This is an optimization exercise on Yosys and OpenROAD, whose aim is small area, not a production implementation.
The RTL was checked by simulation tests, not by an equivalence proof against the original design.
Power and IR drop assume default switching activity.

File: flow/config.mk
export PLATFORM = sky130hd
export DESIGN_NAME = fpcvt_top
export DESIGN_NICKNAME = fpcvt_top
export VERILOG_FILES = /design/flow/design.v
export SDC_FILE = /design/flow/constraint.sdc
export NUM_CORES = 4
export LEC_CHECK = 0
export CAP_MARGIN = 20
export CORE_MARGIN = 2
export CORE_UTILIZATION = 40
export SLEW_MARGIN = 20
File: flow/constraint.sdc
create_clock -name core_clock -period 10.0 [get_ports {clk}]
set_input_delay 2.0000 -clock core_clock [delete_from_list [all_inputs] [get_ports {clk}]]
set_output_delay 2.0000 -clock core_clock [all_outputs]
set_load 0.01 [all_outputs]
File: flow/design.v
`timescale 1ns / 1ps
module FPCVT(D, S, E, F);
    input wire [12:0] D;
    output reg S; 
    output reg [2:0] E;
    output reg [4:0] F;
    reg [12:0] sign_magnitude;
    reg round_bit;  
    always @* 
    begin
        S = D[12];   
        if (S == 1'b0)  
            sign_magnitude[12:0] = D[12:0];
        else if (D[12:0] == 13'b1000000000000)
            sign_magnitude[12:0] = 13'b1111111111111;
        else  
            sign_magnitude[12:0] = ~D[12:0] + 1'b1;
        E[2:0] = 3'b111;
        F[4:0] = 5'b11111;
        round_bit = 1'b0; 
        if (sign_magnitude[12:5] == 8'b00000000)
            begin
                E[2:0] = 3'b000;
                F[4:0] = sign_magnitude[4:0];
                round_bit = 1'b0;
            end
        else if (sign_magnitude[12:6] == 7'b0000000) 
            begin
                E[2:0] = 3'b001;
                F[4:0] = sign_magnitude[5:1];
                round_bit = sign_magnitude[0];
            end
        else if (sign_magnitude[12:7] == 6'b000000) 
            begin
                E[2:0] = 3'b010;
                F[4:0] = sign_magnitude[6:2];
                round_bit = sign_magnitude[1];
            end
        else if (sign_magnitude[12:8] == 5'b00000) 
            begin
                E[2:0] = 3'b011;
                F[4:0] = sign_magnitude[7:3];
                round_bit = sign_magnitude[2];
            end
        else if (sign_magnitude[12:9] == 4'b0000) 
            begin
                E[2:0] = 3'b100;
                F[4:0] = sign_magnitude[8:4];
                round_bit = sign_magnitude[3];
            end
        else if (sign_magnitude[12:10] == 3'b000)
            begin
                E[2:0] = 3'b101;
                F[4:0] = sign_magnitude[9:5];
                round_bit = sign_magnitude[4];
            end
        else if (sign_magnitude[12:11] == 2'b00)
            begin
                E[2:0] = 3'b110;
                F[4:0] = sign_magnitude[10:6];
                round_bit = sign_magnitude[5];
            end
        else if (sign_magnitude[12] == 1'b0)
            begin
                E[2:0] = 3'b111;
                F[4:0] = sign_magnitude[11:7];
                round_bit = sign_magnitude[6];
            end
        if (round_bit == 1'b1)   
        begin
            if (F[4:0] == 5'b11111)  
            begin
                if (E[2:0] == 3'b111)  
                    begin
                        F[4:0] = 5'b11111;
                        E[2:0] = 3'b111;
                    end
                else  
                    begin
                        F[4:0] = 5'b10000;
                        E[2:0] = E[2:0] + 1'b1;
                    end
            end
            else
                F[4:0] = F[4:0] + 1'b1;
                E[2:0] = E[2:0];
        end
        else  
            F[4:0] = F[4:0]; 
            E[2:0] = E[2:0];   
    end
endmodule
`timescale 1ns / 1ps
module fpcvt_top (
    input wire clk,
    input wire [12:0] D,
    output reg S,
    output reg [2:0] E,
    output reg [4:0] F
);
    reg [12:0] d_q;
    wire s_c;
    wire [2:0] e_c;
    wire [4:0] f_c;
    FPCVT conv (.D(d_q), .S(s_c), .E(e_c), .F(f_c));
    always @(posedge clk) begin
        d_q <= D;
        S <= s_c;
        E <= e_c;
        F <= f_c;
    end
endmodule
File: flow/run.sh
#!/bin/bash
# synth_recipe.tcl (not shown) runs the flow's synth.tcl, then flattens the netlist and writes it again
# the make line also repeats each setting of config.mk as NAME=value (left out here)
make -C /OpenROAD-flow-scripts/flow DESIGN_CONFIG=/design/flow/config.mk WORK_HOME=/design/flow/orfs CLKGATE_MAP_FILE= SYNTH_SCRIPT=/design/flow/synth_recipe.tcl finish
==> parameters.txt, run 1 <==
Parameter                              Value

Clock network
  Deepest clock path buffer count ... 2
  Clock transition at the registers of the reported paths ... 0.08 ns
  Clock sink count ... 22
  Number of levels in the clock H-tree ... 1
  Number of post-CTS setup repair buffers ... 0
  Total clock buffers created by CTS ... 3
  Buffer cell driving the clock tree root ... sky130_fd_sc_hd__clkbuf_8
  Gates resized, CTS repair ... 0
  Insertion delay to the later sink of the worst-skew pair ... 0.27 ns
  Clock tree from TritonCTS ... yes
  CTS Hold Bufs ... 0

Global routing
  Wire length of the first global-routing pass ... 7170 µm
  Number of global-route vias before repair ... about 1,500
  Total routing resource utilization after global routing ... between 10% and 20%
  Total overflow reported by the global router ... 0
  Initial antenna violation count ... 0
  Pin count of the biggest net entering global routing ... 29

Die
  Starting density of the core ... 41.8%
  Number of cell rows ... 24
  Die outline width ... 71.9 µm
  Number of ports placed on the die boundary ... 23
  Die area ... 5170 µm²
  Core Footprint ... 4410 µm²
  Die extent in y ... just over 70 µm

STA
  Worst hold-check slack ... 0.774 ns
  Worst clock skew on the final layout ... 0.00276 ns
  Final setup viols ... 0
  Fmax achieved ... between 200 and 300 MHz
  Unrepaired setup endpoints after global routing ... no
  Final worst path period need ... roughly 3.9 ns
  Transition time at the pin with the least slew margin ... 0.931 ns
  Final clock period utilization by the worst path ... 39.2%
  Final hold violation count ... 0
  Relative max-transition margin ... 37.9%
  Setup total negative slack ... 0 ns
  Max-slew violation total from the final report ... 0

Synthesis
  Cell variety after synth ... approximately 70
  Fraction of synthesized cell area in xor and xnor cells ... under 10%
  Mean cell area of the mapped netlist ... 8.83 µm²
  Area fraction in compound gates after synthesis ... a little under a third
  Multiplexer fraction of the synthesized cell area ... 6.24%
  Nets in the synthesized netlist ... about 230
  Largest family of logic cells by synthesized area ... compound AO/OA/AOI/OAI gates
  Total number of yosys warnings ... 2
  Share of synthesized cell area in full adder, half adder and majority cells ... 2.03%
  Number of flip-flops and latches in the synthesized netlist ... 22
  Number of flops mapped to enable cells by yosys ... 0
  Share of synthesized area occupied by flip-flops and latches ... between 20% and 30%
  Synth Instances ... 209
  Post-Synth Simple-Gate Area ... 23.8%
  Area of the mapped netlist ... between 1500 and 2000 µm²
  Ys async rst share ... 0%
  Most used flip-flop cell after synthesis ... sky130_fd_sc_hd__dfxtp_1

Layout
  Final net count ... between 200 and 250
  Fraction of final layout cells sized beyond drive strength 1 ... 13.5%
  P&R area growth vs syn ... 13.8%
  Number of fill cells in the layout ... 426
  Diode count ... 0
  Fin area ... 2100 µm²

Routing
  Post-route DRC ... 0
  Count of TritonRoute iterations in the first routing pass ... 4
  Total via count in the routed design ... around 1,600
  Number of DRC markers in iteration 0 ... 135
  Total Wirelength ... 4170 µm
  DR WL/cell ... 15.2 µm
  Post-detailed-route count of antenna-violating nets ... 0
  Detailed-route vias per instance ... 5.94

Worst setup path
  Critical Path RT ... 10.16 ns
  Master of the slowest instance on the critical path ... sky130_fd_sc_hd__dfxtp_1
  Crit-path max cell delay ... 0.94 ns
  CP Launch Type ... flip-flop
  Biggest fanout along the worst timing path ... 28
  Endpoint kind of the worst setup timing path ... flip-flop
  Setup Crit Path Kind ... reg -> reg
  Critical-path cell list ... nand3_1 > a2111oi_2 > o32a_1 > nand3_2 > a221o_1 > o21ai_0 > ha_1 > o31ai_1 > nor4b_4 > mux2_1
  Arrival time of the worst setup path ... 4.08 ns

Power and ir drop
  Overall Power ... 288 µW
  IR drop worst, VDD ... around 0.000048 V
  Total power density per cell area ... between 100 and 150 nW/µm²
  Leakage ... between 0.0007 and 0.0008 µW

Placement
  HPWL reported at the end of detailed placement ... 3200 µm
  Placed standard-cell area ... 2030 µm²
  I/O Buffers ... 22
  GPL Wtd Cong ... 0.978

Hold path
  Type of the worst min-delay path ... reg -> reg

Status
  Status ... finished clean

Job
  Maximum Capacitance Violations ... 0
## path summary, 6_finish.rpt
check	from	end	slack (ns)	cells past startpoint
worst min register to register	d_q[4]$_DFF_P_	F[4]$_DFF_P_	0.77	2
worst min-delay path	d_q[4]$_DFF_P_	F[4]$_DFF_P_	0.77	2
worst max register to register	d_q[12]$_DFF_P_	E[0]$_DFF_P_	6.08	10
worst max-delay path	d_q[12]$_DFF_P_	E[0]$_DFF_P_	6.08	10
## where the power goes
group	total [µW]	internal, µW	switching [µW]
Clock	83.0	53.5	29.5
Sequential	105	96.9	8.47
Combinational	99.5	48.1	51.4
Total	288	199	89.3
## cell usage in the layout (no fill, tap or decap), drive strengths merged, types with 2 or more instances in the layout
cell type,instances
a31oi,3
o211ai,4
mux2i,7
o32ai,3
a21boi,3
nor3,4
o21a,3
ha,3
or3,7
clkbuf,3
a21oi,12
xor2,7
inv,3
nor4,2
o22ai,2
nor2,18
dfxtp,22
or4,2
a211oi,7
nor2b,2
nand3,6
clkdlybuf4s50,22
o31ai,3
and3,3
o31a,2
o32a,2
xnor2,6
nand2,16
nand2b,2
o21ai,12
a41o,3
mux2,4
or2,4
nand4,2
a21o,3
## layout make-up
| class | instances | area (µm²) | share of cell area, % |
|---|---|---|---|
| clock buffers | 3 | 41.3 | 1.97 |
| flip-flops and latches | 22 | 440 | 21.0 |
| multi-input cells | 171 | 1290 | 61.5 |
| well taps | 52 | 65.1 | 3.10 |
| inverters | 3 | 11.3 | 0.536 |
| repair buffers | 22 | 220 | 10.5 |
| clock inverters | 1 | 30.0 | 1.43 |
## per-stage QoR
stage,std cells,util (%),worst slack [ns]
6_report,274,47.6,6.08
5_1_grt,274,47.6,5.67
4_1_cts,274,47.6,6.10
3_5_place_dp,270,46.0,6.12
3_3_place_gp,270,46.0,6.22
2_1_floorplan,209,-,6.62
## worst max-delay path, delay by kind of cell, from the launching register on
kind | cells | cell delay [ns]
compound gates | 5 | 1.51
flops | 1 | 0.94
mux | 1 | 0.35
fa+ha+maj | 1 | 0.30
simple gates | 3 | 0.70
## state kept, by name, summed over array words and instances, names as in the netlist
signal	count
d_q	13
F	5
E	3
S	1
## Yosys cell counts (2+ instances only)
library cell | n | area, µm²
sky130_fd_sc_hd__xnor2_1 | 6 | 52.6
sky130_fd_sc_hd__xor2_2 | 2 | 32.5
sky130_fd_sc_hd__nor2b_1 | 2 | 12.5
sky130_fd_sc_hd__o31ai_1 | 2 | 15.0
sky130_fd_sc_hd__o32ai_1 | 2 | 17.5
sky130_fd_sc_hd__nor3_1 | 4 | 20.0
sky130_fd_sc_hd__mux2_2 | 2 | 22.5
sky130_fd_sc_hd__buf_6 | 2 | 22.5
sky130_fd_sc_hd__or3_1 | 5 | 31.3
sky130_fd_sc_hd__clkbuf_1 | 5 | 18.8
sky130_fd_sc_hd__clkbuf_8 | 3 | 41.3
sky130_fd_sc_hd__nand2b_1 | 2 | 12.5
sky130_fd_sc_hd__a41o_1 | 2 | 20.0
sky130_fd_sc_hd__nand2_1 | 16 | 60.1
sky130_fd_sc_hd__o21ai_1 | 2 | 10.0
sky130_fd_sc_hd__nand3_1 | 5 | 25.0
sky130_fd_sc_hd__a31oi_1 | 2 | 12.5
sky130_fd_sc_hd__or2_2 | 2 | 12.5
sky130_fd_sc_hd__nor2_1 | 18 | 67.6
sky130_fd_sc_hd__nand4_1 | 2 | 12.5
sky130_fd_sc_hd__a21boi_1 | 2 | 15.0
sky130_fd_sc_hd__buf_4 | 2 | 15.0
sky130_fd_sc_hd__xor2_1 | 5 | 43.8
sky130_fd_sc_hd__o21a_1 | 3 | 22.5
sky130_fd_sc_hd__o32a_1 | 2 | 20.0
sky130_fd_sc_hd__o21ai_0 | 10 | 50.1
sky130_fd_sc_hd__inv_1 | 3 | 11.3
sky130_fd_sc_hd__ha_1 | 3 | 37.5
sky130_fd_sc_hd__mux2i_1 | 7 | 70.1
sky130_fd_sc_hd__o31a_1 | 2 | 17.5
sky130_fd_sc_hd__a21o_1 | 2 | 15.0
sky130_fd_sc_hd__o211ai_1 | 4 | 30.0
sky130_fd_sc_hd__mux2_1 | 2 | 22.5
sky130_fd_sc_hd__o22ai_1 | 2 | 12.5
sky130_fd_sc_hd__and3_1 | 2 | 12.5
sky130_fd_sc_hd__dfxtp_1 | 22 | 440
sky130_fd_sc_hd__or2_1 | 2 | 12.5
sky130_fd_sc_hd__a211oi_1 | 5 | 37.5
sky130_fd_sc_hd__a21oi_1 | 11 | 55.1
## routing by layer
metal  part of all wire [%]  up-vias  GRT usage (%)  wire, µm
met1                     49      747           24.8      2030
met3                    4.9        6           2.50       204
met4                    2.0        0           6.50        84
met5                      0        -              0         0
met2                     44       57           26.9      1850
li1                       -      817              -         -
## logic make-up (layout without fill, tap and decap cells)
group,Yosys count,after routing
and+or+nand+nor,75,75
adders and majority gates,3,3
buffers and inverters,16,29
xor gates and xnor gates,13,13
muxes,11,11
AOI/OAI and AO/OA,69,69
DFF,22,22
==> run 2: changes to the inputs <==
==> flow/design.v (replaced) <==
`timescale 1ns / 1ps
module FPCVT(D, S, E, F);
    input wire [12:0] D;
    output wire S;
    output reg [2:0] E;
    output reg [4:0] F;
    assign S = D[12];
    wire [11:0] y = D[11:0] ^ {12{D[12]}};    
    reg [2:0] e0;
    reg [4:0] f;
    reg r, sk, c, ovf, sat;
    integer k;
    always @* begin
        e0 = 3'd7;
        for (k = 6; k >= 0; k = k - 1)
            if (y[11:5] >> k == 0) e0 = k;
        f = y >> e0;
        r = (e0 == 0) ? 1'b0 : y[e0 - 1];
        sk = 1'b1;
        for (k = 0; k < 6; k = k + 1)
            if (k + 2 <= e0 && !y[k]) sk = 1'b0;
        c = (e0 == 0) ? S : (r | (S & sk));
        ovf = (&f) & c;
        sat = ovf & (e0 == 3'd7);
        if (sat) begin
            E = 3'd7; F = 5'd31;
        end else if (ovf) begin
            E = e0 + 1'b1; F = 5'd16;
        end else begin
            E = e0; F = f + c;
        end
    end
endmodule
`timescale 1ns / 1ps
module fpcvt_top (
    input wire clk,
    input wire [12:0] D,
    output reg S,
    output reg [2:0] E,
    output reg [4:0] F
);
    wire s_c;
    wire [2:0] e_c;
    wire [4:0] f_c;
    reg s_q;
    reg [2:0] e_q;
    reg [4:0] f_q;
    FPCVT conv (.D(D), .S(s_c), .E(e_c), .F(f_c));
    always @(posedge clk) begin
        s_q <= s_c;
        e_q <= e_c;
        f_q <= f_c;
        S <= s_q;
        E <= e_q;
        F <= f_q;
    end
endmodule
--- a/flow/config.mk
+++ b/flow/config.mk
@@ -7,2 +7,3 @@
 export LEC_CHECK = 0
+export ABC_AREA = 1
 export CAP_MARGIN = 20
@@ -10,2 +11,5 @@
 export CORE_UTILIZATION = 40
+export CTS_BUF_LIST = sky130_fd_sc_hd__clkbuf_4
+export CTS_CLUSTER_DIAMETER = 100
+export CTS_CLUSTER_SIZE = 30
 export SLEW_MARGIN = 20
==> run 2 against run 1 <==
  * Clock-buffer cell count unchanged
  * Sequential power down 9%
  * Synthesized area fell by 15%
  * Setup slack worse by 2.2 ns
  * Critical endpoint is now f_q[4]$_SDFF_PP1_
  * Total power is 8.0% lower
==> parameters.txt, run 2 <==
Parameter                              Value

Status
  Status ... finished clean (unchanged)

Synthesis
  Synth Instances ... 219 (was 209)
  Share of synthesized area occupied by flip-flops and latches ... 22.9% (was 23.9%)
  Nets in the synthesized netlist ... 240 (was 226)
  Largest area contributor in the netlist ... sky130_fd_sc_hd__dfxtp_1 (unchanged)
  Total number of yosys warnings ... 2 (unchanged)
  Dominant cell by count in the synthesized netlist ... sky130_fd_sc_hd__nand2_1 (was sky130_fd_sc_hd__dfxtp_1)
  Cell types with the largest area share after synthesis ... sky130_fd_sc_hd__dfxtp_1 23%, sky130_fd_sc_hd__nand2_1 16%, sky130_fd_sc_hd__nand3_1 7.6% (was sky130_fd_sc_hd__dfxtp_1 24%, sky130_fd_sc_hd__mux2i_1 3.8%, sky130_fd_sc_hd__nor2_1 3.7%)
  Area of the mapped netlist ... 1570 µm² (was 1850 µm²)
  Cell variety after synth ... 32 (was 71)
  Top cell type's share of synthesized area ... 22.9% (was 23.9%)
  Most used flip-flop cell after synthesis ... sky130_fd_sc_hd__dfxtp_1 (unchanged)
  Most frequent cells after synthesis ... 69 x sky130_fd_sc_hd__nand2_1, 24 x sky130_fd_sc_hd__nand3_1, 21 x sky130_fd_sc_hd__inv_1 (was 22 x sky130_fd_sc_hd__dfxtp_1, 18 x sky130_fd_sc_hd__nor2_1, 16 x sky130_fd_sc_hd__nand2_1)
  Number of flops mapped to enable cells by yosys ... 0 (unchanged)
  Mean cell area of the mapped netlist ... 7.19 µm² (was 8.83 µm²)
  Number of flip-flops and latches in the synthesized netlist ... 18 (was 22)
  Ys async rst share ... 0% (unchanged)

Worst setup path
  Worst R2R Path Depth ... 0 (was 10)
  CP Launch Type ... input pin (was flip-flop)
  Critical-path cell list ... clkdlybuf4s50_1 > inv_4 > nand2_1 > nand2_2 > nor2_2 > nand2_2 > nor2_2 > nand3_2 > nand2_4 > inv_1 > ha_1 > ha_1 > a22oi_1 > nand3_1 > nand2_1 > nand3_1 > nand2_2 > ha_1 > ha_1 > nand3_1 > o21ai_0 > nand3_1 (was nand3_1 > a2111oi_2 > o32a_1 > nand3_2 > a221o_1 > o21ai_0 > ha_1 > o31ai_1 > nor4b_4 > mux2_1)
  Arrival time of the worst setup path ... 6.27 ns (was 4.08 ns)
  Crit-path max cell delay ... 1.08 ns (was 0.94 ns)
  R2R setup slack ... 9.60 ns (was 6.08 ns)
  Endpoint kind of the worst setup timing path ... flip-flop (unchanged)
  Worst r2r dst ... E[2]$_DFF_P_ (was E[0]$_DFF_P_)
  Biggest fanout along the worst timing path ... 17 (was 28)
  Master of the slowest instance on the critical path ... sky130_fd_sc_hd__clkdlybuf4s50_1 (was sky130_fd_sc_hd__dfxtp_1)
  Setup Crit Path Kind ... in -> reg (was reg -> reg)
  Launching point of the worst reg2reg path ... e_q[2]$_SDFF_PP1_ (was d_q[12]$_DFF_P_)
  Critical Path RT ... 10.17 ns (was 10.16 ns)

Power and ir drop
  IR drop worst, VDD ... 0.0000461 V (was 0.0000477 V)
  Leakage ... 0.000913 µW (was 0.000756 µW)
  Total power density per cell area ... 145 nW/µm² (was 137 nW/µm²)

Global routing
  Wire length of the first global-routing pass ... 5190 µm (was 7170 µm)
  Initial antenna violation count ... 0 (unchanged)
  Number of global-route vias before repair ... 1,194 (was 1,490)
  Total overflow reported by the global router ... 0 (unchanged)
  Total routing resource utilization after global routing ... 14.9% (was 17.4%)
  Pin count of the biggest net entering global routing ... 18 (was 29)

Layout
  Largest registers ... F (5), f_q (5) (was d_q (13), F (5), E (3))
  Fin area ... 1830 µm² (was 2100 µm²)
  Multi-input gate area in the final layout ... 1060 µm² (was 1290 µm²)
  Number of fill cells in the layout ... 382 (was 426)
  Fraction of final layout cells sized beyond drive strength 1 ... 20.4% (was 13.5%)
  Finished Layout Cells ... 288 (was 274)
  Commonest cells after routing, fill and taps aside ... 69 x sky130_fd_sc_hd__nand2_1, 24 x sky130_fd_sc_hd__nand3_1, 22 x sky130_fd_sc_hd__clkdlybuf4s50_1 (was 22 x sky130_fd_sc_hd__dfxtp_1, 22 x sky130_fd_sc_hd__clkdlybuf4s50_1, 18 x sky130_fd_sc_hd__nor2_1)
  Final cell utilization of the core ... 49.1% (was 47.6%)
  Most common library cell in the layout ignoring fill and taps ... sky130_fd_sc_hd__nand2_1
  Sequential cell area in the final layout ... 360 µm² (was 440 µm²)
  P&R area growth vs syn ... 16.0% (was 13.8%)
  Final net count ... 262 (was 240)
  Diode count ... 0 (unchanged)

Die
  Number of ports placed on the die boundary ... 23 (unchanged)
  Starting density of the core ... 42.4% (was 41.8%)
  Die area ... 4450 µm² (was 5170 µm²)
  Die outline width ... 66.7 µm (was 71.9 µm)
  Number of cell rows ... 22 (was 24)
  Core Footprint ... 3720 µm² (was 4410 µm²)
  Die extent in y ... 66.7 µm (was 71.9 µm)

Clock network
  Number of post-CTS setup repair buffers ... 0 (unchanged)
  Buffer cell driving the clock tree root ... sky130_fd_sc_hd__clkbuf_4 (was sky130_fd_sc_hd__clkbuf_8)
  Clock transition at the registers of the reported paths ... 0.09 ns (was 0.08 ns)
  Gates resized, CTS repair ... 0 (unchanged)
  CTS Hold Bufs ... 0 (unchanged)
  Insertion delay to the later sink of the worst-skew pair ... 0.28 ns (was 0.27 ns)
  Deepest clock path buffer count ... 2 (unchanged)
  Number of levels in the clock H-tree ... 1 (unchanged)
  Clock tree from TritonCTS ... yes (unchanged)
  Clock sink count ... 18 (was 22)
  Total clock buffers created by CTS ... 3 (unchanged)

STA
  Transition time at the pin with the least slew margin ... 0.928 ns (was 0.931 ns)
  Setup total negative slack ... 0 ns (unchanged)
  Max-slew violation total from the final report ... 0 (unchanged)
  Relative max-transition margin ... 37.9% (about the same)
  Final worst path period need ... 6.10 ns (was 3.92 ns)
  Final setup viols ... 0 (unchanged)
  Worst clock skew on the final layout ... 0.00281 ns (was 0.00276 ns)
  Fmax achieved ... 164 MHz (was 255 MHz)
  Unrepaired setup endpoints after global routing ... no (unchanged)
  Worst hold-check slack ... 0.331 ns (was 0.774 ns)
  Final hold violation count ... 0 (unchanged)
  Final clock period utilization by the worst path ... 61.0% (was 39.2%)

Routing
  Count of TritonRoute iterations in the first routing pass ... 4 (unchanged)
  Number of DRC markers in iteration 0 ... 58 (was 135)
  Post-route DRC ... 0 (unchanged)
  DR WL/cell ... 10.4 µm (was 15.2 µm)
  Total via count in the routed design ... 1,376 (was 1,627)
  Detailed-route vias per instance ... 4.78 (was 5.94)
  Post-detailed-route count of antenna-violating nets ... 0 (unchanged)
  Total Wirelength ... 3010 µm (was 4170 µm)

Hold path
  Hold Path End ... F[1]$_DFF_P_ (was F[4]$_DFF_P_)
  Cells on Worst Hold Path ... 0 (was 2)
  Source of the worst hold timing path ... f_q[1]$_SDFF_PP1_ (was d_q[4]$_DFF_P_)
  Type of the worst min-delay path ... reg -> reg (unchanged)

Placement
  HPWL reported at the end of detailed placement ... 2480 µm (was 3200 µm)
  Placed cell count ... 284 (was 270)
  Placed standard-cell area ... 1800 µm² (was 2030 µm²)
  GPL Wtd Cong ... 0.892 (was 0.978)
  I/O Buffers ... 22 (unchanged)

Job
  Maximum Capacitance Violations ... 0 (unchanged)
==> run 2: changes by cell type in the layout (fill, tap and decap cells not counted), sizes merged, moves of 7 or more <==
cell	before	now
a21oi	12	4
inv	3	26
mux2i	7	0
nand2	16	91
nand3	6	28
o21ai	12	5
or3	7	0
==> run 2: critical path: cells and delay by family <==
family / cells / cell delay [ns]
AO/OA/AOI/OAI: 2 / 0.26
adder cells (fa/ha/maj): 4 / 0.87
buffers and inverters: 3 / 1.27
AND/OR/NAND/NOR: 13 / 1.85
==> run 2: cell families (layout without fill, tap and decap cells) <==
| logic type | after synthesis | in the layout | share of synthesized area, % |
|---|---|---|---|
| AOI/OAI and AO/OA | 11 | 11 | 4.05 |
| xor gates and xnor gates | 10 | 10 | 6.76 |
| DFF | 18 | 18 | 22.9 |
| and+or+nand+nor | 142 | 142 | 50.9 |
| adders and majority gates | 7 | 7 | 5.56 |
| buffers and inverters | 31 | 52 | 9.86 |
==> run 2: through the flow <==
| stage | power, µW | setup WS, ns |
|---|---|---|
| 2_1_floorplan | 194 | 5.25 |
| 3_3_place_gp | 233 | 3.68 |
| 3_5_place_dp | 233 | 3.61 |
| 4_1_cts | 269 | 3.89 |
| 5_1_grt | 289 | 3.46 |
| 6_report | 265 | 3.90 |
==> run 2: how the worst max path moves through the flow <==
stage / start / endpoint / slack [ns] / depth (start not counted)
2_1_floorplan: D[12] / f_q[4]$_SDFF_PP1_ / 5.25 / 22
3_3_place_gp: D[12] / f_q[4]$_SDFF_PP1_ / 3.68 / 22
3_5_place_dp: D[12] / f_q[4]$_SDFF_PP1_ / 3.61 / 22
4_1_cts: D[12] / f_q[4]$_SDFF_PP1_ / 3.89 / 22
5_1_grt: D[12] / f_q[4]$_SDFF_PP1_ / 3.46 / 22
6_report: D[12] / f_q[4]$_SDFF_PP1_ / 3.90 / 22
==> run 2: area by class of cell <==
class | instances | share of cell area [%]
clock buffer | 3 | 1.23
tap | 48 | 3.29
timing repair buffer | 22 | 12.1
sequential | 18 | 19.7
inverter | 26 | 5.48
clock inverter | 1 | 0.206
multi-input combinational | 170 | 58.0
==> run 2: layer usage <==
| metal | global-route usage (%) | wire [µm] | vias up |
|---|---|---|---|
| li1 | - | - | 742 |
| met1 | 20.4 | 1470 | 595 |
| met3 | 2.53 | 131 | 4 |
| met2 | 24.3 | 1370 | 35 |
| met5 | 0 | 0 | - |
| met4 | 3.57 | 27 | 0 |
==> run 2: where the power goes <==
group / leakage [µW] / switching, µW / internal [µW] / total (µW)
Clock: 0.0000154 / 19.9 / 14.5 / 34.4
Combinational: 0.000747 / 77.6 / 57.0 / 135
Sequential: 0.000151 / 3.79 / 92.1 / 95.9

-- port drivers added, routing unchanged --
Ports are ideal in the flow. The routed layouts listed here were re-timed in OpenROAD. Step 1 assumes that a clkbuf_16 drives the clock port and a buf_2 every other input. Step 2, shift: input delay + t, output delay - t, t = (earliest + latest rising clock arrival at the registers) / 2. This alone moves slack from input paths to output paths. Slacks: ideal / step 1 / step 2; pairs: ideal / step 1.
| run | shift t [ns] | slack for setup (ns) | hold WS [ns] | worst register clock-pin slew, ns | worst data-port slew with drivers (ns) |
|---|---|---|---|---|---|
| run 1 | 0.294 | 6.083 / 6.083 / 6.083 | 0.774 / 0.774 / 0.774 | 0.08 / 0.08 | 0.03 |
| run 2 | 0.301 | 3.904 / 3.901 / 3.599 | 0.331 / 0.331 / 0.331 | 0.09 / 0.09 | 0.03 |
After both steps every run listed still meets setup and hold. For run 2, which loses most, drivers alone change the setup slack by -0.003 ns; drivers and shift together by -0.305 ns.
